Background: an optimization exercise with open tools, aiming at small area, a short achievable clock period and few clock cycles. Do not read the settings as production practice. In this exercise RTL edits were held to simulation tests only and were not proved equivalent to the original.

## flow/design.v (module list and top-level ports; edited modules follow where they fit)
// module fa1: 4 lines
// module ha1: 4 lines
// module fft8_top: 506 lines
module fft8_top #(
parameter N= 8,
parameter WIDTH= 12,
parameter FRACTION = 8
)(
input  wire clk,
input  wire rst,
input  wire start,
input  wire load,
input  wire [$clog2(N)-1:0] load_addr,
input  wire signed [WIDTH-1:0] data_in_re,
input  wire signed [WIDTH-1:0] data_in_im,
input  wire [$clog2(N)-1:0] out_addr,
output reg  done,
output reg  signed [WIDTH-1:0] data_out_re,
output reg  signed [WIDTH-1:0] data_out_im
);
  // ...
==> flow/flow/run.sh <==
#!/bin/bash
# Standard layout (the standard.sh: standard synthesis, floorplan, place,
# CTS, route, finish), with the timing repair asked to leave 7.75 ns of setup
# slack at the design's clock period.  The constraints are unchanged.
set -euo pipefail
bash standard.sh SETUP_SLACK_MARGIN=7.75 finish > standard_flow.log 2>&1
==> flow/standard.sh <==
#!/bin/bash
# synth_recipe.tcl (not shown) runs the flow's synth.tcl, then flattens the netlist and writes it again
# the make line also repeats each setting of config.mk as NAME=value (left out here)
make -C /OpenROAD-flow-scripts/flow DESIGN_CONFIG=/design/flow/config.mk WORK_HOME=/design/flow/orfs CLKGATE_MAP_FILE= SYNTH_SCRIPT=/design/flow/synth_recipe.tcl "${@:-finish}"
==> flow/config.mk <==
export PLATFORM = sky130hd
export DESIGN_NAME = fft8_top
export DESIGN_NICKNAME = fft8_top
export VERILOG_FILES = /design/flow/design.v
export SDC_FILE = /design/flow/constraint.sdc
export NUM_CORES = 4
export LEC_CHECK = 0
export ABC_AREA = 1
export CAP_MARGIN = 20
export CORE_MARGIN = 2
export CORE_UTILIZATION = 50
export SLEW_MARGIN = 20
export SYNTH_HIERARCHICAL = 1
export SYNTH_MINIMUM_KEEP_SIZE = 0
==> flow/constraint.sdc <==
create_clock -name core_clock -period 15.0 [get_ports {clk}]
set_input_delay 3.0000 -clock core_clock [delete_from_list [all_inputs] [get_ports {clk}]]
set_output_delay 3.0000 -clock core_clock [all_outputs]
set_load 0.01 [all_outputs]
==> qor.yml, run 1 <==
run_status:
  status: "complete, no violations"
cells_and_area:
  seq-cell-share_pct: 17.5
  multi_input_gate_area_in_the_final_layout_sq_um: 15400
  fin_util_pct: 57.5
  design.seq.count: 211
  inv_count: 469
  regMostFlops: "acc"
  post_route_cells_drive_above_1_share_pct: 6.15
  design.final.nets: 3250
worst_setup_path:
  timing.critical_path.mode_cell: "buf_12"
  timing.critical_path.slowest_stage_cell: "buf_4"
  crit_path_end: "data_out_re[2]"
  max_stage_delay_ns: 0.20
  timing.reg2reg.worst_path_depth: 25
placed_design:
  total_of_buffers_placed_on_input_and_output_ports: 58
grt:
  global_route.peak_usage_layer: "met2"
  largest_net_degree_at_the_start_of_global_routing: 94
  grt_antenna_before_repair: 1
  grt_use_met1_pct: 47.1
detailed_routing:
  detail-route-antenna-nets: 0
  drt_wl_total_microns: 80300
min_path:
  min_path_type: "register to register"
die:
  placement_rows: 75
  fp.coreArea_sq_um: 42200
  die-width_microns: 211
sta:
  grt_setup_unrepaired: "yes"
  timing.fmax_mhz: 137
cts:
  later_pin_clock_latency_in_the_skew_report_ns: 0.57
  cts_max_path_buffers: 3
synth:
  synth_edf_count: 0
Testbench counts, summed over its fixed seeds: cycles 5,760.
==> inputs of run 2 (changes only) <==
--- a/flow/design.v
+++ b/flow/design.v
@@ -477,38 +477,33 @@
 wire [11:0] Dbs = {CDb_s296, CDb_s294, CDb_s292, CDb_s290, CDb_s288, CDb_s286, CDb_s284, CDb_s282, CDb_s280, CDb_s278, CDb_s276, CDb_s274};
 wire [11:0] Dbc = {CDb_c294, CDb_c292, CDb_c290, CDb_c288, CDb_c286, CDb_c284, CDb_c282, CDb_c280, CDb_c278, CDb_c276, CDb_c274, ~adjD};
 wire [11:0] tai = Das + Dac + Dc8;
 wire [11:0] tbi = Dbs + Dbc + !Dc8;
 always @(posedge clk) begin
     pend <= npend;
     acc[0] <= nxt[0]; acc[1] <= nxt[1]; acc[2] <= nxt[2]; acc[3] <= nxt[3];
     acc[4] <= nxt[4]; acc[5] <= nxt[5]; acc[6] <= nxt[6]; acc[7] <= nxt[7];
-    if (start) begin
-        acc[12] <= tar;     acc[13] <= tai;
-        acc[14] <= tbr;     acc[15] <= tbi;
+    if (start | ph1) begin
         acc[8]  <= nxt[13]; acc[9]  <= nxt[12];
         acc[10] <= nxt[15]; acc[11] <= nxt[14];
-    end else if (ph1) begin
-        acc[8]  <= tbi;     acc[9]  <= tbr;
-        acc[10] <= tai;     acc[11] <= tar;
-        acc[12] <= nxt[12]; acc[13] <= nxt[13];
-        acc[14] <= nxt[14]; acc[15] <= nxt[15];
+        acc[12] <= tai;     acc[13] <= tar;
+        acc[14] <= tbi;     acc[15] <= tbr;
     end else begin
         acc[8]  <= nxt[8];  acc[9]  <= nxt[9];
         acc[10] <= nxt[10]; acc[11] <= nxt[11];
         acc[12] <= nxt[12]; acc[13] <= nxt[13];
         acc[14] <= nxt[14]; acc[15] <= nxt[15];
     end
 end
 always @(*) begin
     case (out_addr)
         3'd0: begin data_out_re = acc[0];  data_out_im = acc[1];  end
-        3'd1: begin data_out_re = acc[12]; data_out_im = acc[13]; end
+        3'd1: begin data_out_re = acc[8];  data_out_im = acc[9];  end
         3'd2: begin data_out_re = acc[2];  data_out_im = acc[3];  end
-        3'd3: begin data_out_re = acc[8];  data_out_im = acc[9];  end
+        3'd3: begin data_out_re = acc[14]; data_out_im = acc[15]; end
         3'd4: begin data_out_re = acc[4];  data_out_im = acc[5];  end
-        3'd5: begin data_out_re = acc[14]; data_out_im = acc[15]; end
+        3'd5: begin data_out_re = acc[10]; data_out_im = acc[11]; end
         3'd6: begin data_out_re = acc[6];  data_out_im = acc[7];  end
-        default: begin data_out_re = acc[10]; data_out_im = acc[11]; end
+        default: begin data_out_re = acc[12]; data_out_im = acc[13]; end
     endcase
 end
 endmodule
==> flow/config.mk (replaced) <==
export PLATFORM = sky130hd
export DESIGN_NAME = fft8_top
export DESIGN_NICKNAME = fft8_top
export VERILOG_FILES = /design/flow/design.v
export SDC_FILE = /design/flow/constraint.sdc
export NUM_CORES = 4
export LEC_CHECK = 0
export CAP_MARGIN = 20
export CORE_MARGIN = 2
export CORE_UTILIZATION = 40
export SLEW_MARGIN = 20
export SYNTH_HIERARCHICAL = 1
export SYNTH_MINIMUM_KEEP_SIZE = 0
==> qor.yml, run 2 <==
grt:
  grt_antenna_before_repair: 1  # unchanged
  grt_first_pass_wirelength_microns: 111000  # was 119,000 microns
  grt_remaining_overflow: 0  # unchanged
  grt_usage_pct: 26.2  # was 36.5%
  grt_pass1_vias: 17672  # was 19,216
  largest_net_degree_at_the_start_of_global_routing: 98  # was 94
die:
  fp.coreArea_sq_um: 53700  # was 42,200 sq um
  effective_utilization_at_floorplan_pct: 40.3  # was 50.9%
  placement_rows: 85  # was 75
  die_area_sq_um: 56000  # was 44,700 sq um
  die-width_microns: 237  # was 211 microns
  num_io_pins: 59  # unchanged
  die_y_microns: 237  # was 211 microns
placed_design:
  worst_setup_slack_before_clock_tree_synthesis_ns: 6.25  # was 6.09 ns
  total_of_buffers_placed_on_input_and_output_ports: 58  # unchanged
  hpwlAfterDp_microns: 54000  # was 62,300 microns
  gp_congestion: 0.910  # was 0.989
  detailed_place.area_sq_um: 22800  # was 22,400 sq um
detailed_routing:
  routedWlPerCell_microns: 23.8  # was 23.7 microns
  drt_wl_total_microns: 72700  # was 80,300 microns
  post_drt_via_cell_ratio: 5.59  # was 5.68
  detail-route-antenna-nets: 0  # unchanged
  remaining_drcs: 0  # unchanged
  topRoutingLayerUsed: "met4"  # was met5
  drt_iter0_markers: 1487  # was 2,169
  drtPass1Iterations: 5  # was 7
  via_count: 17069  # was 19,237
  met2_wirelength_microns: 32600  # was 36,500 microns
  wl_met1_microns: 31000  # was 31,800 microns
  wl_met3_microns: 5500  # was 7060 microns
min_path:
  min_path_type: "register to register"  # unchanged
  hold_critical_path_endpoint: "acc[4][6]$_DFF_P_"  # was fresh$_DFFE_PP1P_
  hp-start: "pend[4]$_DFF_P_"  # was fresh$_DFFE_PP1P_
  min_delay_path_depth: 2  # unchanged
worst_setup_path:
  path_cells: "buf_12 -> buf_12 -> mux4_2 -> nor2_4 -> a211oi_2 -> dlygate4sd2_1"  # was buf_16 -> buf_12 -> buf_12 -> nand3_4 -> buf_4 -> o22ai_1 -> a21oi_1 -> o211ai_1 -> clkbuf_2
  max_stage_delay_ns: 0.36  # was 0.20 ns
  r2r_slack_ns: 8.03  # was 8.09 ns
  worstReg2RegEnd: "acc[14][10]$_DFF_P_"  # was acc[10][4]$_DFF_P_
  worst_ep_required_time_ns: 12.00  # about the same
  timing.reg2reg.worst_path_depth: 25  # unchanged
  critPathLaunchType: "input pin"  # unchanged
  crit_type: "input pin to primary output"  # unchanged
  timing.critical_path.slowest_stage_cell: "mux4_2"  # was buf_4
  crit_path_arrival_time_ns: 4.32  # was 4.28 ns
  worstPathBufferInverterCount: 3  # was 5
  timing.critical_path.mode_cell: "buf_12"  # unchanged
  crit_family: "buffers and inverters"  # unchanged
  setup.worst_path.end_class: "primary output"  # unchanged
  r2r_start: "acc[11][0]$_DFF_P_"  # was acc[10][2]$_DFF_P_
  timing.critical_path.fanout_max: 7  # was 6
sta:
  tightestPinTransition_ns: 1.11  # was 0.915 ns
  grt_setup_unrepaired: "yes"  # unchanged
  timing.slew.headroom_pct: 26.1  # was 39.0%
  setup_slack_ns: 7.68  # was 7.72 ns
  timing.fmax_mhz: 137  # about the same
  fin_worst_hold_slack_ns: 0.605  # was 0.486 ns
  final.setup.tns_ns: 0  # unchanged
  finalClockSkew_ns: 0.0158  # was 0.0308 ns
  setup-violations-final: 0  # unchanged
  final_min_period_over_clock_period_pct: 48.8  # was 48.5%
  drv_slew: 0  # unchanged
  final-hold-violation-count: 0  # unchanged
  min_clock_period_post_route_ns: 7.32  # was 7.28 ns
cells_and_area:
  antennaDiodeCount: 0  # was 1
  post_route_cells_drive_above_1_share_pct: 13.6  # was 6.15%
  final_common_cell: "fa_1"  # was nand2_1
  regMostFlops: "acc"  # unchanged
  fin_util_pct: 46.6  # was 57.5%
  largest_registers: "acc x192, pend x16"  # unchanged
  area_growth_pct: 15.6  # was 12.9%
  layout.cell_area.non_filler_sq_um: 25000  # was 24,300 sq um
  largest_reg_flops: 192  # unchanged
  design.final.nets: 2765  # was 3,250
  most-common-layout-cells: "fa_1, nand2_1, and2_1, dfxtp_1, nor2_1"  # was nand2_1, inv_1, nor2_1, fa_1, dfxtp_1
synth:
  synth_top_area_cell: "fa_1"  # unchanged
  synth_area_sq_um: 21700  # was 21,500 sq um
  synth_most_common_cell: "fa_1"  # was nand2_1
  syn_avg_cell_area_sq_um: 9.36  # was 7.77 sq um
  ys.warnings.count: 8  # unchanged
  postSynth.asyncResetShare_pct: 1.42  # unchanged
  share_of_the_yosys_chip_area_belonging_to_registers_pct: 19.6  # was 19.7%
  postSynthCellCount: 2315  # was 2,768
  post_synth_main_area_contributors: "fa_1, dfxtp_1, and2_1, ha_1, xor2_1"  # was fa_1, dfxtp_1, nand2_1, inv_1, nor2_1
  post-synth-top-area-fraction_pct: 28.3  # was 28.5%
  synth.lib_cells_used.distinct: 65  # was 38
  ys_top_cells_by_count: "fa_1, nand2_1, and2_1, dfxtp_1, nor2_1"  # was nand2_1, inv_1, nor2_1, fa_1, dfxtp_1
  synth_edf_count: 0  # unchanged
  yosys_register_bits: 211  # unchanged
  postSynth.topFlopCell: "dfxtp_1"  # unchanged
cts:
  cts_buffers: 27  # unchanged
  htree_num_levels: 1  # unchanged
  sinks_on_the_clock_net: 211  # unchanged
  later_pin_clock_latency_in_the_skew_report_ns: 0.57  # about the same
  cts_max_path_buffers: 3  # unchanged
  clk_root_buffer_cell: "clkbuf_16"  # unchanged
  worst_setup_hold_path_clk_slew_ns: 0.06  # about the same
  cts_tree: "done"  # unchanged
  postCtsHoldBufs: 0  # unchanged
flow_run:
  drv.max_cap_violation_count: 0  # unchanged
run_status:
  status: "complete, no violations"  # unchanged
## run 2: cell types whose count changed after synthesis, moves of 60 or more
cell,before,now
xnor2_1,33,93
o21ai_0,124,50
inv_1,462,88
nand2b_1,0,85
nand3_1,100,10
nor2_1,365,195
nand2_1,548,256
and2_1,0,230
mux2_2,0,68
## run 2: metal layers
metal / vias up / GRT usage (%)
li1: 7623 / -
met4: 0 / 10.7
met3: 157 / 4.62
met1: 8611 / 35.9
met2: 678 / 41.1
met5: - / 0
## run 2: worst min-delay path: cells and delay by family (launching register included)
| kind | cells | cell delay (ns) |
|---|---|---|
| and+or+nand+nor | 1 | 0.13 |
| DFF | 1 | 0.30 |
| adders and majority gates | 1 | 0.15 |
## run 2: how the worst max path moves through the flow
stage / endpoint / from / cells after the start / slack [ns]
3_3_place_gp: data_out_re[0] / out_addr[2] / 6 / 6.30
4_1_cts: data_out_re[0] / out_addr[0] / 6 / 7.66
6_report: data_out_re[0] / out_addr[0] / 6 / 7.68
2_1_floorplan: data_out_im[11] / out_addr[2] / 5 / 7.72
3_5_place_dp: data_out_re[0] / out_addr[2] / 6 / 6.25
5_1_grt: data_out_im[10] / out_addr[2] / 8 / 7.66
## run 2: logic make-up after synthesis
family,count (synthesis),share of synthesized area (%)
AOI/OAI and AO/OA,356,10.7
xor gates and xnor gates,206,8.33
adders and majority gates,391,33.2
buffers and inverters,224,3.97
DFF,211,19.6
muxes,90,5.36
other,2,0.0347
and+or+nand+nor,835,18.8
## run 2: timing repair
item	in CTS	in global routing
gates cloned	14	0
buffers inserted	25	6
pin swaps	29	11
gates resized for setup	209	45
endpoints found under the setup margin	51	41
## run 2: layout make-up
class	instances	area, sq um
inverters	89	337
multi-input cells	1890	17300
flip-flops and latches	211	4250
well taps	696	871
clock inverters	7	75.1
fillers	4961	28700
clock buffers	41	828
repair buffers	121	1420
## run 2: per-module statistics from Yosys (local to each module, per instance)
module / flip-flops and latches / cells inside / times used / cell area [sq um]
ha1: 0 / 1 / 6 / 12.5
fft8_top: 211 / 2013 / 1 / 15700
fa1: 0 / 1 / 296 / 20.0
## run 2: through the flow
step	std cells
2_1_floorplan	2323
3_3_place_gp	2962
3_5_place_dp	2962
4_1_cts	3049
5_1_grt	3055
6_report	3055
Testbench counts of run 2, summed over its fixed seeds: cycles 5,760.
==> inputs of run 3 (changes only) <==
--- a/flow/config.mk
+++ b/flow/config.mk
@@ -7,2 +7,3 @@
 export LEC_CHECK = 0
+export ABC_AREA = 1
 export CAP_MARGIN = 20
==> qor.yml, run 3 <==
cts:
  sinks_on_the_clock_net: 211  # unchanged
  htree_num_levels: 1  # unchanged
  later_pin_clock_latency_in_the_skew_report_ns: 0.58  # was 0.57 ns
  worst_setup_hold_path_clk_slew_ns: 0.06  # about the same
  clk_root_buffer_cell: "clkbuf_16"  # unchanged
  cts_buffers: 26  # was 27
  cts_max_path_buffers: 3  # unchanged
  postCtsHoldBufs: 0  # unchanged
  cts_tree: "done"  # unchanged
die:
  placement_rows: 83  # was 85
  die_y_microns: 232  # was 237 microns
  die_area_sq_um: 54000  # was 56,000 sq um
  num_io_pins: 59  # unchanged
  die-width_microns: 232  # was 237 microns
  effective_utilization_at_floorplan_pct: 40.6  # was 40.3%
  fp.coreArea_sq_um: 51400  # was 53,700 sq um
grt:
  use_met3_pct: 3.13  # was 4.62%
  global_route.peak_usage_layer: "met2"  # unchanged
  grt_first_pass_wirelength_microns: 113000  # was 111,000 microns
  grt_use_met2_pct: 46.3  # was 41.1%
  grt_remaining_overflow: 0  # unchanged
  grt_pass1_vias: 18120  # was 17,672
  grt_use_met1_pct: 37.3  # was 35.9%
  grt_usage_pct: 28.4  # was 26.2%
  largest_net_degree_at_the_start_of_global_routing: 83  # was 98
  grt_antenna_before_repair: 0  # was 1
cells_and_area:
  largest_registers: "acc x192, pend x16"  # unchanged
  fill_cell_instance_count_of_the_final_layout: 5146  # was 4,961
  largest_reg_flops: 192  # unchanged
  antennaDiodeCount: 0  # unchanged
  final_common_cell: "nand2_1"  # was fa_1
  post_route_cells_drive_above_1_share_pct: 6.94  # was 13.6%
  regMostFlops: "acc"  # unchanged
  most-common-layout-cells: "nand2_1, inv_1, nor2_1, fa_1, dfxtp_1"  # was fa_1, nand2_1, and2_1, dfxtp_1, nor2_1
  area_growth_pct: 13.6  # was 15.6%
  design.final.nets: 3103  # was 2,765
synth:
  postSynth.asyncResetShare_pct: 1.42  # unchanged
  synth_top_area_cell: "fa_1"  # unchanged
  synth.lib_cells_used.distinct: 39  # was 65
  synth_edf_count: 0  # unchanged
  share_of_the_yosys_chip_area_belonging_to_registers_pct: 20.3  # was 19.6%
  synth_area_sq_um: 20900  # was 21,700 sq um
  ys_top_cells_by_count: "nand2_1, inv_1, nor2_1, fa_1, dfxtp_1"  # was fa_1, nand2_1, and2_1, dfxtp_1, nor2_1
  postSynthCellCount: 2620  # was 2,315
  postSynth.topFlopCell: "dfxtp_1"  # unchanged
  yosys_register_bits: 211  # unchanged
  post_synth_main_area_contributors: "fa_1, dfxtp_1, nand2_1, inv_1, xor2_1"  # was fa_1, dfxtp_1, and2_1, ha_1, xor2_1
  ys.warnings.count: 8  # unchanged
  synth_most_common_cell: "nand2_1"  # was fa_1
  post-synth-top-area-fraction_pct: 29.4  # was 28.3%
  syn_avg_cell_area_sq_um: 7.96  # was 9.36 sq um
sta:
  setup_slack_ns: 7.68  # about the same
  grt_setup_unrepaired: "yes"  # unchanged
  timing.fmax_mhz: 137  # about the same
  drv_slew: 0  # unchanged
  final-hold-violation-count: 0  # unchanged
  finalClockSkew_ns: 0.0295  # was 0.0158 ns
  final.setup.tns_ns: 0  # unchanged
  final_min_period_over_clock_period_pct: 48.8  # about the same
  tightestPinTransition_ns: 1.00  # was 1.11 ns
  timing.slew.headroom_pct: 33.3  # was 26.1%
  setup-violations-final: 0  # unchanged
  min_clock_period_post_route_ns: 7.32  # about the same
placed_design:
  hpwlAfterDp_microns: 58800  # was 54,000 microns
  gp_congestion: 0.995  # was 0.910
  total_of_buffers_placed_on_input_and_output_ports: 58  # unchanged
  worst_setup_slack_before_clock_tree_synthesis_ns: 6.19  # was 6.25 ns
run_status:
  status: "complete, no violations"  # unchanged
detailed_routing:
  drt_wl_total_microns: 74800  # was 72,700 microns
  via_count: 17699  # was 17,069
  drt_iter0_markers: 1448  # was 1,487
  detail-route-antenna-nets: 0  # unchanged
  routedWlPerCell_microns: 22.1  # was 23.8 microns
  drtPass1Iterations: 8  # was 5
  post_drt_via_cell_ratio: 5.24  # was 5.59
  remaining_drcs: 0  # unchanged
worst_setup_path:
  worstReg2RegEnd: "acc[14][8]$_DFF_P_"  # was acc[14][10]$_DFF_P_
  r2r_start: "acc[11][0]$_DFF_P_"  # unchanged
  worst_ep_required_time_ns: 12.00  # about the same
  timing.critical_path.fanout_max: 6  # was 7
  critPathLaunchType: "input pin"  # unchanged
  setup.worst_path.end_class: "primary output"  # unchanged
  crit_path_arrival_time_ns: 4.32  # about the same
  timing.reg2reg.worst_path_depth: 26  # was 25
  crit_type: "input pin to primary output"  # unchanged
  r2r_slack_ns: 8.30  # was 8.03 ns
flow_run:
  drv.max_cap_violation_count: 0  # unchanged
min_path:
  min_path_type: "register to register"  # unchanged
  hp-start: "fresh$_DFFE_PP1P_"  # was pend[4]$_DFF_P_
  hold_critical_path_endpoint: "fresh$_DFFE_PP1P_"  # was acc[4][6]$_DFF_P_
  min_delay_path_depth: 2  # unchanged
==> run 3: changes by cell type in the layout (fill, tap and decap cells not counted), sizes merged, moves of 33 or more <==
cell    delta
o21ai    +110
a21oi     -35
and2     -230
a22oi     -50
mux2      -68
nand3     +98
nand2    +233
nand2b    -85
xor2      +33
o22ai     +67
inv      +355
xnor2     -63
nor2     +122
==> run 3: worst max path at each step <==
stage / startpoint / end / slack (ns) / cells past startpoint
2_1_floorplan: out_addr[2] / data_out_im[1] / 8.17 / 6
3_3_place_gp: out_addr[2] / data_out_im[10] / 6.24 / 7
3_5_place_dp: out_addr[2] / data_out_im[10] / 6.19 / 7
4_1_cts: out_addr[2] / data_out_re[9] / 7.67 / 8
5_1_grt: out_addr[2] / data_out_re[8] / 7.62 / 9
6_report: out_addr[2] / data_out_re[8] / 7.68 / 9
==> run 3: critical path, cell delays in order <==
cell and delay (ns):
buf_16 0.08, clkinvlp_4 0.19, buf_8 0.21, nand3_4 0.11
buf_6 0.17, o22ai_2 0.07, a21oi_1 0.14, o211ai_1 0.16
buf_2 0.18
==> run 3: through the flow <==
| stage | cells | hold WS (ns) | instance area [sq um] | utilization [%] |
|---|---|---|---|---|
| floorplan | 2628 | 0.405 | 20900 | - |
| global placement | 3280 | 0.450 | 22000 | 42.7 |
| detailed placement | 3280 | 0.459 | 22000 | 42.7 |
| CTS | 3364 | 0.467 | 23400 | 45.4 |
| global route | 3376 | 0.499 | 23700 | 46.1 |
| finish | 3376 | 0.468 | 23700 | 46.1 |
==> run 3: per-module statistics from Yosys, one instance, submodules excluded <==
module / flip-flops and latches / times used / cells / area [sq um]
fft8_top: 211 / 1 / 2318 / 14900
ha1: 0 / 6 / 1 / 12.5
fa1: 0 / 296 / 1 / 20.0
==> run 3: what timing repair did <==
action                     CTS  global route
pin swaps                   14            16
setup endpoints to repair   60            49
gates resized for setup    167            53
gates cloned                14             2
buffers inserted            24            10
==> run 3: area by class of cell <==
cell class	count	area, sq um	share of cell area [%]
tap	680	851	3.59
timing repair buffer	107	1060	4.49
inverter	450	1720	7.27
sequential	211	4240	17.9
clock buffer	37	732	3.09
timing repair inverter	1	7.51	0.0317
multi-input combinational	1881	15000	63.2
clock inverter	9	109	0.459
==> run 3: cell families after synthesis <==
family	share of synthesized area, %
XOR/XNOR	7.39
other	0.0360
AO/OA/AOI/OAI	9.63
flip-flops	20.3
AND/OR/NAND/NOR	17.8
adder cells (fa/ha/maj)	34.5
buffers and inverters	10.4
==> run 3: metal layers <==
| layer | share of wire (%) | up-vias |
|---|---|---|
| met1 | 41 | 8654 |
| met4 | 6.6 | 0 |
| met2 | 46 | 678 |
| met3 | 6.3 | 181 |
| li1 | - | 8186 |
| met5 | 0 | - |
==> inputs of run 4 (changes only) <==
--- a/flow/config.mk
+++ b/flow/config.mk
@@ -10,3 +10,3 @@
 export CORE_MARGIN = 2
-export CORE_UTILIZATION = 40
+export CORE_UTILIZATION = 30
 export SLEW_MARGIN = 20
==> qor.yml, run 4 <==
worst_setup_path:
  r2r_slack_ns: 8.30  # about the same
  path_cells: "buf_12 -> clkinvlp_4 -> buf_6 -> nand3_4 -> o22ai_1 -> a21oi_1 -> o211ai_1 -> buf_2"  # was buf_16 -> clkinvlp_4 -> buf_8 -> nand3_4 -> buf_6 -> o22ai_2 -> a21oi_1 -> o211ai_1 -> buf_2
  worstReg2RegEnd: "acc[13][8]$_DFF_P_"  # was acc[14][8]$_DFF_P_
  setup.worst_path.end_class: "primary output"  # unchanged
  max_stage_delay_ns: 0.22  # was 0.21 ns
  worst_ep_required_time_ns: 12.00  # about the same
  timing.critical_path.slowest_stage_cell: "buf_6"  # was buf_8
  crit_path_end: "data_out_im[0]"  # was data_out_re[8]
  crit_type: "input pin to primary output"  # unchanged
  critPathLaunchType: "input pin"  # unchanged
  timing.critical_path.fanout_max: 7  # was 6
  timing.reg2reg.worst_path_depth: 25  # was 26
  r2r_start: "acc[10][3]$_DFF_P_"  # was acc[11][0]$_DFF_P_
  crit_path_arrival_time_ns: 4.37  # was 4.32 ns
  critical_path.startpoint: "out_addr[2]"  # unchanged
min_path:
  min_path_type: "register to register"  # unchanged
cts:
  sinks_on_the_clock_net: 211  # unchanged
  postCtsHoldBufs: 0  # unchanged
  htree_num_levels: 1  # unchanged
  worst_setup_hold_path_clk_slew_ns: 0.07  # was 0.06 ns
  clk_root_buffer_cell: "clkbuf_16"  # unchanged
  cts_tree: "done"  # unchanged
  cts_max_path_buffers: 3  # unchanged
  cts_buffers: 27  # was 26
  later_pin_clock_latency_in_the_skew_report_ns: 0.59  # was 0.58 ns
cells_and_area:
  design.final.nets: 3095  # was 3,103
  regMostFlops: "acc"  # unchanged
  layout.cell_area.non_filler_sq_um: 24100  # was 23,700 sq um
  post_route_cells_drive_above_1_share_pct: 6.69  # was 6.94%
  most-common-layout-cells: "nand2_1, inv_1, nor2_1, fa_1, dfxtp_1"  # unchanged
  area_growth_pct: 15.4  # was 13.6%
  final_common_cell: "nand2_1"  # unchanged
  largest_registers: "acc x192, pend x16"  # unchanged
  finalNonFillerCells: 3625  # was 3,376
  largest_reg_flops: 192  # unchanged
detailed_routing:
  drt_iter0_markers: 1701  # was 1,448
  via_count: 17695  # was 17,699
  drtPass1Iterations: 6  # was 8
  drt_wl_total_microns: 74300  # was 74,800 microns
  routedWlPerCell_microns: 20.5  # was 22.1 microns
  remaining_drcs: 0  # unchanged
  post_drt_via_cell_ratio: 4.88  # was 5.24
  detail-route-antenna-nets: 0  # unchanged
synth:
  synth_most_common_cell: "nand2_1"  # unchanged
  yosys.area_share.adder_pct: 34.5  # unchanged
  post-synth-top-area-fraction_pct: 29.4  # unchanged
  synth.lib_cells_used.distinct: 39  # unchanged
  ys_top_cells_by_count: "nand2_1, inv_1, nor2_1, fa_1, dfxtp_1"  # unchanged
  synth_edf_count: 0  # unchanged
  postSynth.topFlopCell: "dfxtp_1"  # unchanged
  synth-simple-area-share_pct: 17.8  # unchanged
  share_of_the_yosys_chip_area_belonging_to_registers_pct: 20.3  # unchanged
  postSynth.asyncResetShare_pct: 1.42  # unchanged
  synth_compound_area_share_pct: 9.62  # unchanged
  post_synth_main_area_contributors: "fa_1, dfxtp_1, nand2_1, inv_1, xor2_1"  # unchanged
  ys.warnings.count: 8  # unchanged
  syn_avg_cell_area_sq_um: 7.96  # unchanged
  postSynthCellCount: 2620  # unchanged
  synth_top_family_by_area: "adder cells"  # unchanged
  yosys_register_bits: 211  # unchanged
  synth_top_area_cell: "fa_1"  # unchanged
  synth_xor_area_share_pct: 7.39  # unchanged
  synth.mux.area_fraction_pct: 0  # unchanged
  synth_area_sq_um: 20900  # unchanged
sta:
  finalClockSkew_ns: 0.0349  # was 0.0295 ns
  setup-violations-final: 0  # unchanged
  final-hold-violation-count: 0  # unchanged
  setup_slack_ns: 7.63  # was 7.68 ns
  grt_setup_unrepaired: "yes"  # unchanged
  final.setup.tns_ns: 0  # unchanged
  tightestPinTransition_ns: 0.994  # was 1.00 ns
  min_clock_period_post_route_ns: 7.37  # was 7.32 ns
  timing.slew.headroom_pct: 33.5  # was 33.3%
  final_min_period_over_clock_period_pct: 49.1  # was 48.8%
  drv_slew: 0  # unchanged
  timing.fmax_mhz: 136  # was 137 MHz
placed_design:
  worst_setup_slack_before_clock_tree_synthesis_ns: 6.14  # was 6.19 ns
  place_inst: 3533  # was 3,280
  detailed_place.area_sq_um: 22300  # was 22,000 sq um
  hpwlAfterDp_microns: 58000  # was 58,800 microns
  gp_congestion: 0.955  # was 0.995
  total_of_buffers_placed_on_input_and_output_ports: 58  # unchanged
die:
  effective_utilization_at_floorplan_pct: 30.3  # was 40.6%
  num_io_pins: 59  # unchanged
  die-width_microns: 268  # was 232 microns
  die_area_sq_um: 71600  # was 54,000 sq um
  die_y_microns: 268  # was 232 microns
  placement_rows: 96  # was 83
  fp.coreArea_sq_um: 68700  # was 51,400 sq um
grt:
  grt_usage_pct: 21.1  # was 28.4%
  grt_remaining_overflow: 0  # unchanged
  grt_pass1_vias: 17520  # was 18,120
  largest_net_degree_at_the_start_of_global_routing: 84  # was 83
  grt_antenna_before_repair: 0  # unchanged
  grt_first_pass_wirelength_microns: 111000  # was 113,000 microns
flow_run:
  drv.max_cap_violation_count: 0  # unchanged
run_status:
  status: "complete, no violations"  # unchanged
## run 4: how the worst min path moves through the flow
stage / from / endpoint / cells past startpoint
global route: fresh$_DFFE_PP1P_ / fresh$_DFFE_PP1P_ / 2
detailed placement: fresh$_DFFE_PP1P_ / fresh$_DFFE_PP1P_ / 2
finish: fresh$_DFFE_PP1P_ / fresh$_DFFE_PP1P_ / 2
floorplan: ph1$_DFF_PP0_ / done$_DFF_PP0_ / 0
global placement: fresh$_DFFE_PP1P_ / fresh$_DFFE_PP1P_ / 2
CTS: fresh$_DFFE_PP1P_ / fresh$_DFFE_PP1P_ / 2
## run 4: area by class of cell
class	instances	area, sq um
antenna	3	7.51
clock buffer	35	736
clock inverter	15	249
fill	7316	44600
inverter	450	1710
multi-input combinational	1878	14900
sequential	211	4240
tap	931	1160
timing repair buffer	101	1050
timing repair inverter	1	7.51
## run 4: logic make-up (layout without fill, tap and decap cells)
logic type,Yosys count,in the layout
flops,211,211
compound gates,356,356
simple gates,935,945
other cells,2,13
buf+inv,549,602
xor+xnor,176,176
fa+ha+maj,391,391
## run 4: modules after synthesis, one instance, submodules excluded
module	area [sq um]	flops+latches	copies in the design	cells inside
fft8_top	14900	211	1	2318
fa1	20.0	0	296	1
ha1	12.5	0	6	1
## run 4: metrics by stage
step,hold WS [ns],util (%)
2_1_floorplan,0.405,-
3_3_place_gp,0.452,32.4
3_5_place_dp,0.462,32.4
4_1_cts,0.471,34.7
5_1_grt,0.488,35.0
6_report,0.474,35.0
## run 4: critical path: cells and delay by family
| family | cells | cell delay (ns) |
|---|---|---|
| compound gates | 3 | 0.45 |
| buf+inv | 4 | 0.70 |
| simple gates | 1 | 0.20 |
## run 4: layer usage
layer	part of all wire (%)	GRT usage (%)
met1	42	28.7
met2	43	32.0
met3	8.6	3.80
met4	6.3	10.7
met5	0	0
## run 4: what timing repair did
item,CTS,global route
setup buffers,20,3
gates cloned,13,3
resized for setup,158,52
pin swaps,11,18
endpoints found under the setup margin,49,53
==> inputs of run 5 (changes only) <==
--- a/flow/config.mk
+++ b/flow/config.mk
@@ -10,3 +10,3 @@
 export CORE_MARGIN = 2
-export CORE_UTILIZATION = 30
+export CORE_UTILIZATION = 25
 export SLEW_MARGIN = 20
==> qor.yml, run 5 <==
run_status:
  status: "complete, no violations"  # unchanged
worst_setup_path:
  critPathLaunchType: "input pin"  # unchanged
  setup.worst_path.end_class: "primary output"  # unchanged
  worst_ep_required_time_ns: 12.00  # about the same
  crit_path_arrival_time_ns: 4.28  # was 4.37 ns
  timing.critical_path.slowest_stage_cell: "nand3_4"  # was buf_6
  timing.critical_path.fanout_max: 9  # was 7
  crit_type: "input pin to primary output"  # unchanged
  max_stage_delay_ns: 0.20  # was 0.22 ns
  path_cells: "buf_12 -> inv_6 -> nand3_4 -> buf_4 -> o22ai_1 -> nor2_1 -> o211ai_1 -> buf_2"  # was buf_12 -> clkinvlp_4 -> buf_6 -> nand3_4 -> o22ai_1 -> a21oi_1 -> o211ai_1 -> buf_2
synth:
  synth_area_sq_um: 20900  # unchanged
  synth_most_common_cell: "nand2_1"  # unchanged
  synth.mux.area_fraction_pct: 0  # unchanged
  synth_top_area_cell: "fa_1"  # unchanged
  synth_compound_area_share_pct: 9.62  # unchanged
  ys_top_cells_by_count: "nand2_1, inv_1, nor2_1, fa_1, dfxtp_1"  # unchanged
  ys.warnings.count: 8  # unchanged
  synth_edf_count: 0  # unchanged
  postSynth.topFlopCell: "dfxtp_1"  # unchanged
  postSynthCellCount: 2620  # unchanged
  post_synth_main_area_contributors: "fa_1, dfxtp_1, nand2_1, inv_1, xor2_1"  # unchanged
  syn_avg_cell_area_sq_um: 7.96  # unchanged
  synth_top_family_by_area: "adder cells"  # unchanged
  synth_xor_area_share_pct: 7.39  # unchanged
  share_of_the_yosys_chip_area_belonging_to_registers_pct: 20.3  # unchanged
  yosys_register_bits: 211  # unchanged
  synth.lib_cells_used.distinct: 39  # unchanged
  postSynth.asyncResetShare_pct: 1.42  # unchanged
  yosys.area_share.adder_pct: 34.5  # unchanged
  post-synth-top-area-fraction_pct: 29.4  # unchanged
  synth-simple-area-share_pct: 17.8  # unchanged
grt:
  grt_pass1_vias: 17196  # was 17,520
  largest_net_degree_at_the_start_of_global_routing: 85  # was 84
  grt_remaining_overflow: 0  # unchanged
  grt_usage_pct: 17.0  # was 21.1%
  grt_first_pass_wirelength_microns: 109000  # was 111,000 microns
  grt_antenna_before_repair: 2  # was 0
placed_design:
  total_of_buffers_placed_on_input_and_output_ports: 58  # unchanged
  hpwlAfterDp_microns: 58900  # was 58,000 microns
  gp_congestion: 0.942  # was 0.955
cts:
  later_pin_clock_latency_in_the_skew_report_ns: 0.56  # was 0.59 ns
  cts_buffers: 26  # was 27
  clk_root_buffer_cell: "clkbuf_16"  # unchanged
  cts_max_path_buffers: 3  # unchanged
  sinks_on_the_clock_net: 211  # unchanged
  htree_num_levels: 1  # unchanged
  worst_setup_hold_path_clk_slew_ns: 0.06  # was 0.07 ns
  cts_tree: "done"  # unchanged
  postCtsHoldBufs: 0  # unchanged
sta:
  drv_slew: 0  # unchanged
  tightestPinTransition_ns: 0.964  # was 0.994 ns
  min_clock_period_post_route_ns: 7.28  # was 7.37 ns
  setup-violations-final: 0  # unchanged
  finalClockSkew_ns: 0.0207  # was 0.0349 ns
  timing.slew.headroom_pct: 35.5  # was 33.5%
  final_min_period_over_clock_period_pct: 48.5  # was 49.1%
  final.setup.tns_ns: 0  # unchanged
  final-hold-violation-count: 0  # unchanged
  timing.fmax_mhz: 137  # was 136 MHz
  grt_setup_unrepaired: "yes"  # unchanged
cells_and_area:
  most-common-layout-cells: "nand2_1, inv_1, nor2_1, fa_1, dfxtp_1"  # unchanged
  final_common_cell: "nand2_1"  # unchanged
  area_growth_pct: 15.5  # was 15.4%
  fill_cell_instance_count_of_the_final_layout: 8797  # was 7,316
  largest_reg_flops: 192  # unchanged
  post_route_cells_drive_above_1_share_pct: 5.74  # was 6.69%
  regMostFlops: "acc"  # unchanged
  largest_registers: "acc x192, pend x16"  # unchanged
  design.final.nets: 3096  # was 3,095
die:
  num_io_pins: 59  # unchanged
  fp.coreArea_sq_um: 82400  # was 68,700 sq um
  effective_utilization_at_floorplan_pct: 25.3  # was 30.3%
  placement_rows: 105  # was 96
  die-width_microns: 293  # was 268 microns
  die_y_microns: 293  # was 268 microns
  die_area_sq_um: 85700  # was 71,600 sq um
detailed_routing:
  via_count: 17688  # was 17,695
  detail-route-antenna-nets: 0  # unchanged
  drtPass1Iterations: 6  # unchanged
  routedWlPerCell_microns: 19.9  # was 20.5 microns
  drt_iter0_markers: 1970  # was 1,701
  drt_wl_total_microns: 74600  # was 74,300 microns
  post_drt_via_cell_ratio: 4.71  # was 4.88
  remaining_drcs: 0  # unchanged
min_path:
  min_path_type: "register to register"  # unchanged
flow_run:
  drv.max_cap_violation_count: 0  # unchanged
-- run 5: worst paths after layout --
check | cells after the start | slack, ns | from | endpoint
max | 8 | 7.72 | out_addr[0] | data_out_im[10]
min | 2 | 0.47 | fresh$_DFFE_PP1P_ | fresh$_DFFE_PP1P_
max reg2reg | 24 | 8.30 | acc[10][0]$_DFF_P_ | acc[13][8]$_DFF_P_
min reg2reg | 2 | 0.47 | fresh$_DFFE_PP1P_ | fresh$_DFFE_PP1P_
max in group asynchronous | 2 | 11.95 | rst | fresh$_DFFE_PP1P_
min in group asynchronous | 2 | 2.72 | rst | done$_DFF_PP0_
-- run 5: metal layers --
metal  global-route usage (%)  vias to the layer above  part of all wire (%)
met1                     23.9                     8585                    43
met5                        0                        -                     0
met3                     2.31                      181                   7.9
met2                     25.9                      761                    43
met4                     7.22                        0                   5.3
li1                         -                     8161                     -
-- run 5: modules after synthesis (local to each module, per instance) --
module    cells inside  copies in the design
fa1                  1                   296
fft8_top          2318                     1
ha1                  1                     6
-- run 5: final cells by class --
cell class,count,area [sq um],area share [%]
multi-input cells,1875,14800,61.3
flip-flops and latches,211,4240,17.6
inverters,450,1730,7.20
well taps,1070,1340,5.56
repair buffers,106,1150,4.80
clock buffers,35,746,3.10
clock inverters,7,92.6,0.385
repair inverters,1,7.51,0.0312
diodes,1,2.50,0.0104
-- run 5: per-stage QoR --
stage / hold WS [ns] / utilization [%] / instances / worst slack (ns) / area [sq um]
after global placement: 0.452 / 27.3 / 3673 / 6.18 / 22500
after CTS: 0.468 / 28.7 / 3732 / 7.70 / 23600
after global routing: 0.511 / 29.2 / 3755 / 7.72 / 24100
after detailed placement: 0.462 / 27.3 / 3673 / 6.11 / 22500
after floorplan: 0.405 / - / 2628 / 8.17 / 20900
final: 0.473 / 29.2 / 3756 / 7.72 / 24100
-- run 5: timing repair --
action,in CTS,in global routing
buffers inserted,12,14
resized for setup,142,45
gates cloned,5,9
endpoints found under the setup margin,57,40
hold endpoints to repair,0,0
pin swaps,5,13
-- run 5: critical path: cells and delay by family --
kind                   cells  cell delay, ns
AND/OR/NAND/NOR            2            0.27
AO/OA/AOI/OAI              2            0.31
buffers and inverters      4            0.69
-- run 5: kinds of logic (layout without fill, tap and decap cells) --
group / count (synthesis) / after routing
other cells: 2 / 11
flops: 211 / 211
compound gates: 356 / 356
fa+ha+maj: 391 / 391
buf+inv: 549 / 599
xor+xnor: 176 / 176
simple gates: 935 / 942
==> inputs of run 6 (changes only) <==
--- a/flow/config.mk
+++ b/flow/config.mk
@@ -10,3 +10,3 @@
 export CORE_MARGIN = 2
-export CORE_UTILIZATION = 25
+export CORE_UTILIZATION = 35
 export SLEW_MARGIN = 20
==> qor.yml, run 6 <==
worst_setup_path:
  timing.critical_path.slowest_stage_cell: "clkdlybuf4s15_2"  # was nand3_4
  r2r_start: "acc[10][3]$_DFF_P_"  # was acc[10][0]$_DFF_P_
  max_stage_delay_ns: 0.26  # was 0.20 ns
  worstPathBufferInverterCount: 4  # unchanged
  crit_family: "buffers and inverters"  # unchanged
  path_cells: "buf_12 -> inv_8 -> buf_4 -> nand3_4 -> o22ai_1 -> a21oi_1 -> o211ai_1 -> clkdlybuf4s15_2"  # was buf_12 -> inv_6 -> nand3_4 -> buf_4 -> o22ai_1 -> nor2_1 -> o211ai_1 -> buf_2
  crit_path_arrival_time_ns: 4.25  # was 4.28 ns
  timing.reg2reg.worst_path_depth: 25  # was 24
  crit_type: "input pin to primary output"  # unchanged
  critPathLaunchType: "input pin"  # unchanged
  worstReg2RegEnd: "acc[13][8]$_DFF_P_"  # unchanged
  worst_ep_required_time_ns: 12.00  # about the same
  crit_cells: 8  # unchanged
  r2r_slack_ns: 8.40  # was 8.30 ns
  setup.worst_path.end_class: "primary output"  # unchanged
  timing.critical_path.fanout_max: 8  # was 9
min_path:
  min_delay_path_depth: 2  # unchanged
  min_path_type: "register to register"  # unchanged
  hold_critical_path_endpoint: "fresh$_DFFE_PP1P_"  # unchanged
  hp-start: "fresh$_DFFE_PP1P_"  # unchanged
grt:
  grt_antenna_before_repair: 1  # was 2
  grt_use_met2_pct: 36.8  # was 25.9%
  grt_pass1_vias: 17356  # was 17,196
  grt_usage_pct: 23.4  # was 17.0%
  grt_first_pass_wirelength_microns: 107000  # was 109,000 microns
  global_route.peak_usage_layer: "met2"  # unchanged
  use_met3_pct: 4.36  # was 2.31%
  grt_remaining_overflow: 0  # unchanged
  largest_net_degree_at_the_start_of_global_routing: 82  # was 85
  grt_use_met1_pct: 31.5  # was 23.9%
synth:
  synth_compound_area_share_pct: 9.62  # unchanged
  synth_xor_area_share_pct: 7.39  # unchanged
  synth_most_common_cell: "nand2_1"  # unchanged
  post_synth_main_area_contributors: "fa_1, dfxtp_1, nand2_1, inv_1, xor2_1"  # unchanged
  syn_avg_cell_area_sq_um: 7.96  # unchanged
  postSynth.topFlopCell: "dfxtp_1"  # unchanged
  synth-simple-area-share_pct: 17.8  # unchanged
  synth_top_family_by_area: "adder cells"  # unchanged
  synth_top_area_cell: "fa_1"  # unchanged
  yosys_register_bits: 211  # unchanged
  synth.lib_cells_used.distinct: 39  # unchanged
  post-synth-top-area-fraction_pct: 29.4  # unchanged
  synth_area_sq_um: 20900  # unchanged
  synth.mux.area_fraction_pct: 0  # unchanged
  synth_edf_count: 0  # unchanged
  ys.warnings.count: 8  # unchanged
  postSynthCellCount: 2620  # unchanged
  postSynth.asyncResetShare_pct: 1.42  # unchanged
  share_of_the_yosys_chip_area_belonging_to_registers_pct: 20.3  # unchanged
  yosys.area_share.adder_pct: 34.5  # unchanged
  ys_top_cells_by_count: "nand2_1, inv_1, nor2_1, fa_1, dfxtp_1"  # unchanged
cells_and_area:
  design.final.nets: 3088  # was 3,096
  fill_cell_instance_count_of_the_final_layout: 5989  # was 8,797
  fin_util_pct: 39.9  # was 29.2%
  regMostFlops: "acc"  # unchanged
  most-common-layout-cells: "nand2_1, inv_1, nor2_1, fa_1, dfxtp_1"  # unchanged
  seq_area_sq_um: 4240  # unchanged
  antennaDiodeCount: 0  # was 1
  layout.cell_area.non_filler_sq_um: 23500  # was 24,100 sq um
  largest_reg_flops: 192  # unchanged
  multi_input_gate_area_in_the_final_layout_sq_um: 14700  # was 14,800 sq um
  area_growth_pct: 12.8  # was 15.5%
  post_route_cells_drive_above_1_share_pct: 5.59  # was 5.74%
  final_common_cell: "nand2_1"  # unchanged
  largest_registers: "acc x192, pend x16"  # unchanged
sta:
  tightestPinTransition_ns: 0.924  # was 0.964 ns
  fin_worst_hold_slack_ns: 0.477  # was 0.473 ns
  grt_setup_unrepaired: "yes"  # unchanged
  setup-violations-final: 0  # unchanged
  final.setup.tns_ns: 0  # unchanged
  drv_slew: 0  # unchanged
  final-hold-violation-count: 0  # unchanged
  timing.fmax_mhz: 138  # was 137 MHz
  finalClockSkew_ns: 0.0343  # was 0.0207 ns
  min_clock_period_post_route_ns: 7.25  # was 7.28 ns
  setup_slack_ns: 7.75  # was 7.72 ns
  timing.slew.headroom_pct: 37.8  # was 35.5%
  final_min_period_over_clock_period_pct: 48.3  # was 48.5%
flow_run:
  drv.max_cap_violation_count: 0  # unchanged
cts:
  sinks_on_the_clock_net: 211  # unchanged
  later_pin_clock_latency_in_the_skew_report_ns: 0.58  # was 0.56 ns
  worst_setup_hold_path_clk_slew_ns: 0.06  # about the same
  cts_max_path_buffers: 3  # unchanged
  cts_tree: "done"  # unchanged
  htree_num_levels: 1  # unchanged
  clk_root_buffer_cell: "clkbuf_16"  # unchanged
  postCtsHoldBufs: 0  # unchanged
  cts_buffers: 26  # unchanged
die:
  die_area_sq_um: 61500  # was 85,700 sq um
  placement_rows: 89  # was 105
  die_y_microns: 248  # was 293 microns
  fp.coreArea_sq_um: 58900  # was 82,400 sq um
  num_io_pins: 59  # unchanged
  effective_utilization_at_floorplan_pct: 35.4  # was 25.3%
  die-width_microns: 248  # was 293 microns
placed_design:
  worst_setup_slack_before_clock_tree_synthesis_ns: 6.21  # was 6.11 ns
  gp_congestion: 0.974  # was 0.942
  hpwlAfterDp_microns: 56200  # was 58,900 microns
  total_of_buffers_placed_on_input_and_output_ports: 58  # unchanged
  detailed_place.area_sq_um: 22100  # was 22,500 sq um
detailed_routing:
  remaining_drcs: 0  # unchanged
  drt_iter0_markers: 1777  # was 1,970
  drt_wl_total_microns: 70700  # was 74,600 microns
  drtPass1Iterations: 6  # unchanged
  routedWlPerCell_microns: 20.5  # was 19.9 microns
  via_count: 17458  # was 17,688
  detail-route-antenna-nets: 0  # unchanged
  post_drt_via_cell_ratio: 5.05  # was 4.71
run_status:
  status: "complete, no violations"  # unchanged
[run 6: through the flow]
| step | instances |
|---|---|
| global placement | 3374 |
| detailed placement | 3374 |
| finish | 3456 |
| floorplan | 2628 |
| CTS | 3453 |
| global route | 3456 |
[run 6: repair_timing]
item                                    4_1_cts  5_1_grt
endpoints found under the setup margin       65       48
setup buffers                                23        1
hold endpoints to repair                      0        0
gates cloned                                  8        2
resized for setup                           140       33
pin swaps                                     8        4
[run 6: area by class of cell]
class                   count  area share (%)
clock inverters            17            1.07
inverters                 450            7.34
well taps                 773            4.11
repair buffers             98            3.88
flip-flops and latches    211            18.0
multi-input cells        1875            62.6
repair inverters            1          0.0319
clock buffers              31            2.89
[run 6: worst max-delay path by stage]
stage,from,endpoint,slack (ns)
2_1_floorplan,out_addr[2],data_out_im[1],8.17
3_3_place_gp,out_addr[2],data_out_re[9],6.25
3_5_place_dp,out_addr[2],data_out_re[9],6.21
4_1_cts,out_addr[0],data_out_re[9],7.64
5_1_grt,out_addr[1],data_out_re[7],7.74
6_report,out_addr[2],data_out_im[9],7.75
[run 6: worst reg2reg max path: stages, from the launching register on]
cell and delay [ns]:
dfxtp_1 0.33, inv_1 0.16, ha_1 0.53, inv_1 0.18
nand2_1 0.09, nand2_1 0.05, nand2_1 0.05, nand3_1 0.10
nand2_1 0.08, nand2_1 0.11, xor2_1 0.62, fa_1 0.55
fa_1 0.51, fa_1 0.52, fa_1 0.50, inv_1 0.06
fa_1 0.49, fa_1 0.43, inv_1 0.10, nand2_1 0.07
o21ai_0 0.46, nand2_1 0.14, nand2_1 0.09, nand2_1 0.04
nand3_1 0.11, o21ai_0 0.10
[run 6: per-layer routing]
metal  share of wire (%)  vias up  wire length [microns]
li1                    -     8163                      -
met1                  42     8376                  29900
met2                  44      740                  31200
met3                 8.4      177                   5950
met4                 5.3        2                   3750
met5               0.018        -                     13
[run 6: Yosys stat by module, one instance, submodules excluded]
module,area [sq um],copies in the design
ha1,12.5,6
fft8_top,14900,1
fa1,20.0,296
[run 6: cell families (layout without fill, tap and decap cells)]
family,Yosys count,after routing
simple gates,935,942
buf+inv,549,597
fa+ha+maj,391,391
compound gates,356,356
flops,211,211
xor+xnor,176,176
other cells,2,10
==> inputs of run 7 (changes only) <==
==> flow/flow/run.sh (replaced) <==
#!/bin/bash
# Standard layout (the standard.sh: standard synthesis, floorplan, place,
# CTS, route, finish), with the timing repair asked to leave 7.5 ns of setup
# slack at the design's clock period.  The constraints are unchanged.
set -euo pipefail
bash standard.sh SETUP_SLACK_MARGIN=7.5 finish > standard_flow.log 2>&1
--- a/flow/config.mk
+++ b/flow/config.mk
@@ -7,6 +7,5 @@
 export LEC_CHECK = 0
-export ABC_AREA = 1
 export CAP_MARGIN = 20
 export CORE_MARGIN = 2
-export CORE_UTILIZATION = 35
+export CORE_UTILIZATION = 40
 export SLEW_MARGIN = 20
==> qor.yml, run 7 <==
die:
  die-width_microns: 237  # was 248 microns
  num_io_pins: 59  # unchanged
  die_area_sq_um: 56000  # was 61,500 sq um
  effective_utilization_at_floorplan_pct: 40.3  # was 35.4%
  die_y_microns: 237  # was 248 microns
  fp.coreArea_sq_um: 53700  # was 58,900 sq um
  placement_rows: 85  # was 89
sta:
  drv_slew: 0  # unchanged
  tightestPinTransition_ns: 1.01  # was 0.924 ns
  finalClockSkew_ns: 0.0200  # was 0.0343 ns
  timing.fmax_mhz: 130  # was 138 MHz
  fin_worst_hold_slack_ns: 0.599  # was 0.477 ns
  final_min_period_over_clock_period_pct: 51.4  # was 48.3%
  grt_setup_unrepaired: "yes"  # unchanged
  min_clock_period_post_route_ns: 7.72  # was 7.25 ns
  setup-violations-final: 0  # unchanged
  final.setup.tns_ns: 0  # unchanged
  final-hold-violation-count: 0  # unchanged
  timing.slew.headroom_pct: 32.9  # was 37.8%
grt:
  largest_net_degree_at_the_start_of_global_routing: 120  # was 82
  grt_antenna_before_repair: 7  # was 1
  grt_pass1_vias: 17534  # was 17,356
  grt_usage_pct: 25.8  # was 23.4%
  grt_remaining_overflow: 0  # unchanged
  grt_first_pass_wirelength_microns: 109000  # was 107,000 microns
cts:
  cts_buffers: 27  # was 26
  worst_setup_hold_path_clk_slew_ns: 0.06  # about the same
  postCtsHoldBufs: 0  # unchanged
  cts_tree: "done"  # unchanged
  sinks_on_the_clock_net: 211  # unchanged
  htree_num_levels: 1  # unchanged
  clk_root_buffer_cell: "clkbuf_16"  # unchanged
  cts_max_path_buffers: 3  # unchanged
  later_pin_clock_latency_in_the_skew_report_ns: 0.58  # about the same
cells_and_area:
  largest_reg_flops: 192  # unchanged
  fill_cell_instance_count_of_the_final_layout: 5022  # was 5,989
  post_route_cells_drive_above_1_share_pct: 11.0  # was 5.59%
  design.final.nets: 2751  # was 3,088
  area_growth_pct: 13.7  # was 12.8%
  layout.cell_area.non_filler_sq_um: 24600  # was 23,500 sq um
  final_common_cell: "fa_1"  # was nand2_1
  largest_registers: "acc x192, pend x16"  # unchanged
  regMostFlops: "acc"  # unchanged
  most-common-layout-cells: "fa_1, nand2_1, and2_1, dfxtp_1, nor2_1"  # was nand2_1, inv_1, nor2_1, fa_1, dfxtp_1
detailed_routing:
  drt_wl_total_microns: 72600  # was 70,700 microns
  drt_iter0_markers: 1410  # was 1,777
  drtPass1Iterations: 5  # was 6
  post_drt_via_cell_ratio: 5.58  # was 5.05
  via_count: 16963  # was 17,458
  topRoutingLayerUsed: "met5"  # unchanged
  wl_met3_microns: 6820  # was 5950 microns
  met2_wirelength_microns: 32800  # was 31,200 microns
  wl_met1_microns: 30200  # was 29,900 microns
  remaining_drcs: 0  # unchanged
  routedWlPerCell_microns: 23.9  # was 20.5 microns
  detail-route-antenna-nets: 0  # unchanged
synth:
  synth.lib_cells_used.distinct: 65  # was 39
  syn_avg_cell_area_sq_um: 9.36  # was 7.96 sq um
  ys_top_cells_by_count: "fa_1, nand2_1, and2_1, dfxtp_1, nor2_1"  # was nand2_1, inv_1, nor2_1, fa_1, dfxtp_1
  share_of_the_yosys_chip_area_belonging_to_registers_pct: 19.6  # was 20.3%
  postSynth.asyncResetShare_pct: 1.42  # unchanged
  synth_area_sq_um: 21700  # was 20,900 sq um
  postSynthCellCount: 2315  # was 2,620
  post_synth_main_area_contributors: "fa_1, dfxtp_1, and2_1, ha_1, xor2_1"  # was fa_1, dfxtp_1, nand2_1, inv_1, xor2_1
  yosys_register_bits: 211  # unchanged
  synth_top_area_cell: "fa_1"  # unchanged
  ys.warnings.count: 8  # unchanged
  post-synth-top-area-fraction_pct: 28.3  # was 29.4%
  synth_edf_count: 0  # unchanged
  synth_most_common_cell: "fa_1"  # was nand2_1
  postSynth.topFlopCell: "dfxtp_1"  # unchanged
placed_design:
  hpwlAfterDp_microns: 53600  # was 56,200 microns
  gp_congestion: 0.939  # was 0.974
  total_of_buffers_placed_on_input_and_output_ports: 58  # unchanged
  detailed_place.area_sq_um: 22800  # was 22,100 sq um
flow_run:
  drv.max_cap_violation_count: 0  # unchanged
worst_setup_path:
  crit_path_arrival_time_ns: 4.72  # was 4.25 ns
  timing.critical_path.fanout_max: 11  # was 8
  crit_type: "input pin to primary output"  # unchanged
  setup.worst_path.end_class: "primary output"  # unchanged
  critPathLaunchType: "input pin"  # unchanged
  worst_ep_required_time_ns: 12.00  # about the same
min_path:
  min_path_type: "register to register"  # unchanged
run_status:
  status: "complete, no violations"  # unchanged
[run 7: area by class of cell]
cell class	count	area (sq um)	share of cell area [%]
antenna	1	2.50	0.0102
clock inverter	7	77.6	0.315
sequential	211	4240	17.2
tap	696	871	3.54
multi-input combinational	1891	17100	69.4
inverter	89	337	1.37
clock buffer	41	818	3.32
timing repair buffer	106	1190	4.82
[run 7: logic make-up after synthesis]
family | share of synthesized area, %
DFF | 19.6
other | 0.0347
buffers and inverters | 3.97
adders and majority gates | 33.2
and+or+nand+nor | 18.8
AOI/OAI and AO/OA | 10.7
xor gates and xnor gates | 8.33
muxes | 5.36
[run 7: critical path, stage by stage]
cell and delay [ns]:
buf_6 0.13, buf_16 0.17, mux2i_4 0.20, nor2_2 0.12
a311oi_2 0.06, a31oi_2 0.30, o22a_1 0.18, clkdlybuf4s50_1 0.53
[run 7: Yosys stat by module, one instance, submodules excluded]
module | cell area, sq um | flops+latches | cells inside | copies in the design
fft8_top | 15700 | 211 | 2013 | 1
fa1 | 20.0 | 0 | 1 | 296
ha1 | 12.5 | 0 | 1 | 6
[run 7: what timing repair did]
item,4_1_cts,5_1_grt
gates cloned,8,4
setup endpoints to repair,41,45
pin swaps,3,10
endpoints found under the hold margin,0,0
gates resized for setup,75,55
setup buffers,11,8
[run 7: routing by layer]
metal	GRT usage [%]	vias to the layer above
met5	0	-
met4	8.50	2
met3	6.69	141
met2	40.8	733
met1	34.5	8500
li1	-	7587
[run 7: through the flow]
stage	setup WS (ns)	util [%]	instances
finish	7.28	45.9	3042
global placement	6.37	42.4	2962
global route	7.26	45.9	3041
detailed placement	6.32	42.4	2962
CTS	7.27	45.2	3029
floorplan	7.67	-	2323
[run 7: worst paths after layout]
| check | from | endpoint | slack (ns) | cells past startpoint |
|---|---|---|---|---|
| worst max-delay path | out_addr[2] | data_out_re[4] | 7.28 | 8 |
| worst min-delay path | ph1$_DFF_PP0_ | done$_DFF_PP0_ | 0.60 | 0 |
| worst max register to register | acc[11][1]$_DFF_P_ | acc[15][10]$_DFF_P_ | 7.83 | 23 |
| worst min register to register | ph1$_DFF_PP0_ | done$_DFF_PP0_ | 0.60 | 0 |
| max in group asynchronous | rst | fresh$_DFFE_PP1P_ | 12.18 | 2 |
| min in group asynchronous | rst | done$_DFF_PP0_ | 2.61 | 2 |
==> inputs of run 8 (changes only) <==
==> flow/flow/run.sh (replaced) <==
#!/bin/bash
# Standard layout (the standard.sh: standard synthesis, floorplan, place,
# CTS, route, finish), with the timing repair asked to leave 7.6 ns of setup
# slack at the design's clock period.  The constraints are unchanged.
set -euo pipefail
bash standard.sh SETUP_SLACK_MARGIN=7.6 finish > standard_flow.log 2>&1
--- a/flow/config.mk
+++ b/flow/config.mk
@@ -7,5 +7,6 @@
 export LEC_CHECK = 0
+export ABC_AREA = 1
 export CAP_MARGIN = 20
 export CORE_MARGIN = 2
-export CORE_UTILIZATION = 40
+export CORE_UTILIZATION = 35
 export SLEW_MARGIN = 20
==> qor.yml, run 8 <==
run_status:
  status: "complete, no violations"  # unchanged
placed_design:
  hpwlAfterDp_microns: 56200  # was 53,600 microns
cells_and_area:
  post_route_cells_drive_above_1_share_pct: 4.53  # was 11.0%
  largest_reg_flops: 192  # unchanged
  final_common_cell: "nand2_1"  # was fa_1
synth:
  postSynthCellCount: 2620  # was 2,315
  ys_top_cells_by_count: "nand2_1, inv_1, nor2_1, fa_1, dfxtp_1"  # was fa_1, nand2_1, and2_1, dfxtp_1, nor2_1
  synth_edf_count: 0  # unchanged
  postSynth.topFlopCell: "dfxtp_1"  # unchanged
  synth_most_common_cell: "nand2_1"  # was fa_1
  synth.mux.area_fraction_pct: 0  # was 5.36%
  syn_avg_cell_area_sq_um: 7.96  # was 9.36 sq um
  synth.lib_cells_used.distinct: 39  # was 65
  synth_top_family_by_area: "adder cells"  # unchanged
  synth_xor_area_share_pct: 7.39  # was 8.33%
  yosys_register_bits: 211  # unchanged
grt:
  largest_net_degree_at_the_start_of_global_routing: 82  # was 120
  grt_first_pass_wirelength_microns: 106000  # was 109,000 microns
  grt_usage_pct: 23.2  # was 25.8%
  grt_antenna_before_repair: 2  # was 7
sta:
  timing.fmax_mhz: 134  # was 130 MHz
  final-hold-violation-count: 0  # unchanged
  finalClockSkew_ns: 0.0342  # was 0.0200 ns
  setup_slack_ns: 7.55  # was 7.28 ns
  drv_slew: 0  # unchanged
  final.setup.tns_ns: 0  # unchanged
  tightestPinTransition_ns: 0.857  # was 1.01 ns
  timing.slew.headroom_pct: 42.7  # was 32.9%
worst_setup_path:
  path_cells: "buf_8 -> inv_6 -> nand3_4 -> buf_4 -> o22ai_1 -> nor2_1 -> o211ai_1 -> dlygate4sd2_1"  # was buf_6 -> buf_16 -> mux2i_4 -> nor2_2 -> a311oi_2 -> a31oi_2 -> o22a_1 -> clkdlybuf4s50_1
  timing.critical_path.fanout_max: 9  # was 11
  timing.reg2reg.worst_path_depth: 24  # was 23
  timing.critical_path.slowest_stage_cell: "dlygate4sd2_1"  # was clkdlybuf4s50_1
  worstPathBufferInverterCount: 4  # was 3
  setup.worst_path.end_class: "primary output"  # unchanged
cts:
  cts_max_path_buffers: 3  # unchanged
  sinks_on_the_clock_net: 211  # unchanged
  later_pin_clock_latency_in_the_skew_report_ns: 0.58  # about the same
  htree_num_levels: 1  # unchanged
  worst_setup_hold_path_clk_slew_ns: 0.07  # was 0.06 ns
  cts_buffers: 26  # was 27
detailed_routing:
  post_drt_via_cell_ratio: 5.07  # was 5.58
die:
  placement_rows: 89  # was 85
  fp.coreArea_sq_um: 58900  # was 53,700 sq um
  die-width_microns: 248  # was 237 microns
min_path:
  min_path_type: "register to register"  # unchanged
flow_run:
  drv.max_cap_violation_count: 0  # unchanged
-- run 8: area by class of cell --
cell class / instances / area [sq um]
clock inverter: 17 / 251
timing repair buffer: 86 / 810
sequential: 211 / 4240
timing repair inverter: 1 / 7.51
multi-input combinational: 1876 / 14700
inverter: 450 / 1720
antenna: 1 / 2.50
fill: 5995 / 35500
clock buffer: 31 / 679
tap: 773 / 967
-- run 8: tightest hold or removal path, stage by stage (launching register included) --
cell and delay (ns):
dfstp_2 0.37, inv_1 0.04, o21bai_1 0.06
-- run 8: per-stage QoR --
step	utilization [%]	instances	cell area (sq um)
2_1_floorplan	-	2628	20900
3_5_place_dp	37.5	3374	22100
4_1_cts	39.6	3439	23300
5_1_grt	39.7	3445	23400
3_3_place_gp	37.5	3374	22100
6_report	39.7	3446	23400
-- run 8: cell families (layout without fill, tap and decap cells) --
| family | Yosys count | after routing |
|---|---|---|
| AND/OR/NAND/NOR | 935 | 943 |
| adder cells (fa/ha/maj) | 391 | 391 |
| XOR/XNOR | 176 | 176 |
| other | 2 | 11 |
| buffers and inverters | 549 | 585 |
| flip-flops | 211 | 211 |
| AO/OA/AOI/OAI | 356 | 356 |
-- run 8: final timing paths --
kind	startpoint	endpoint	slack, ns
min in group asynchronous	rst	done$_DFF_PP0_	2.72
worst max register to register	acc[10][6]$_DFF_P_	acc[12][8]$_DFF_P_	8.40
worst min register to register	fresh$_DFFE_PP1P_	fresh$_DFFE_PP1P_	0.48
worst min-delay path	fresh$_DFFE_PP1P_	fresh$_DFFE_PP1P_	0.48
worst max-delay path	out_addr[2]	data_out_re[0]	7.55
max in group asynchronous	rst	fresh$_DFFE_PP1P_	12.01
-- run 8: per-layer routing --
layer / part of all wire (%) / global-route usage [%]
met3: 8.5 / 3.94
met2: 44 / 36.9
met1: 42 / 31.5
met4: 5.1 / 8.98
met5: 0 / 0
-- run 8: repair_timing --
action	in CTS	in global routing
setup endpoints to repair	44	27
gates resized for setup	81	33
cloned	7	2
buffers inserted	10	4
pin swaps	3	2
-- run 8: modules after synthesis (local to each module, per instance) --
module    cell area (sq um)  flops+latches
fa1                    20.0              0
fft8_top              14900            211
ha1                    12.5              0

## separate check: timing with driven ports
The results above use ideal ports. As a check the final layouts listed here were re-extracted and re-timed, cells and wires unchanged. Step 1 assumes that a clkbuf_16 drives the clock port and a buf_2 every other input. Step 2 adds t to the input delays and takes it off the output delays; t is the mean of the earliest and latest rising clock arrival at the registers after step 1. Input paths then give back, and output paths get back, about the clock's delay inside the block. Three values: no drivers, after step 1, after step 2; two values: the first two.
run	t, ns	setup WS [ns]	worst setup path after step 2	latest minus earliest clock arrival (ns)
run 1	0.621	7.725 / 7.633 / 7.275	input to register	0.034 / 0.034
run 2	0.625	7.684 / 7.619 / 7.283	input to register	0.016 / 0.015
run 3	0.625	7.678 / 7.587 / 7.230	input to register	0.034 / 0.034
run 4	0.629	7.630 / 7.565 / 7.350	input to register	0.035 / 0.035
run 5	0.605	7.718 / 7.670 / 7.261	input to register	0.023 / 0.024
run 6	0.619	7.754 / 7.703 / 7.247	input to register	0.034 / 0.035
run 7	0.623	7.283 / 7.253 / 7.127	input to register	0.021 / 0.022
run 8	0.617	7.551 / 7.508 / 7.210	input to register	0.035 / 0.034
After both steps every run listed still meets setup and hold. For run 6, which loses most, drivers alone change the setup slack by -0.051 ns; drivers and shift together by -0.507 ns.
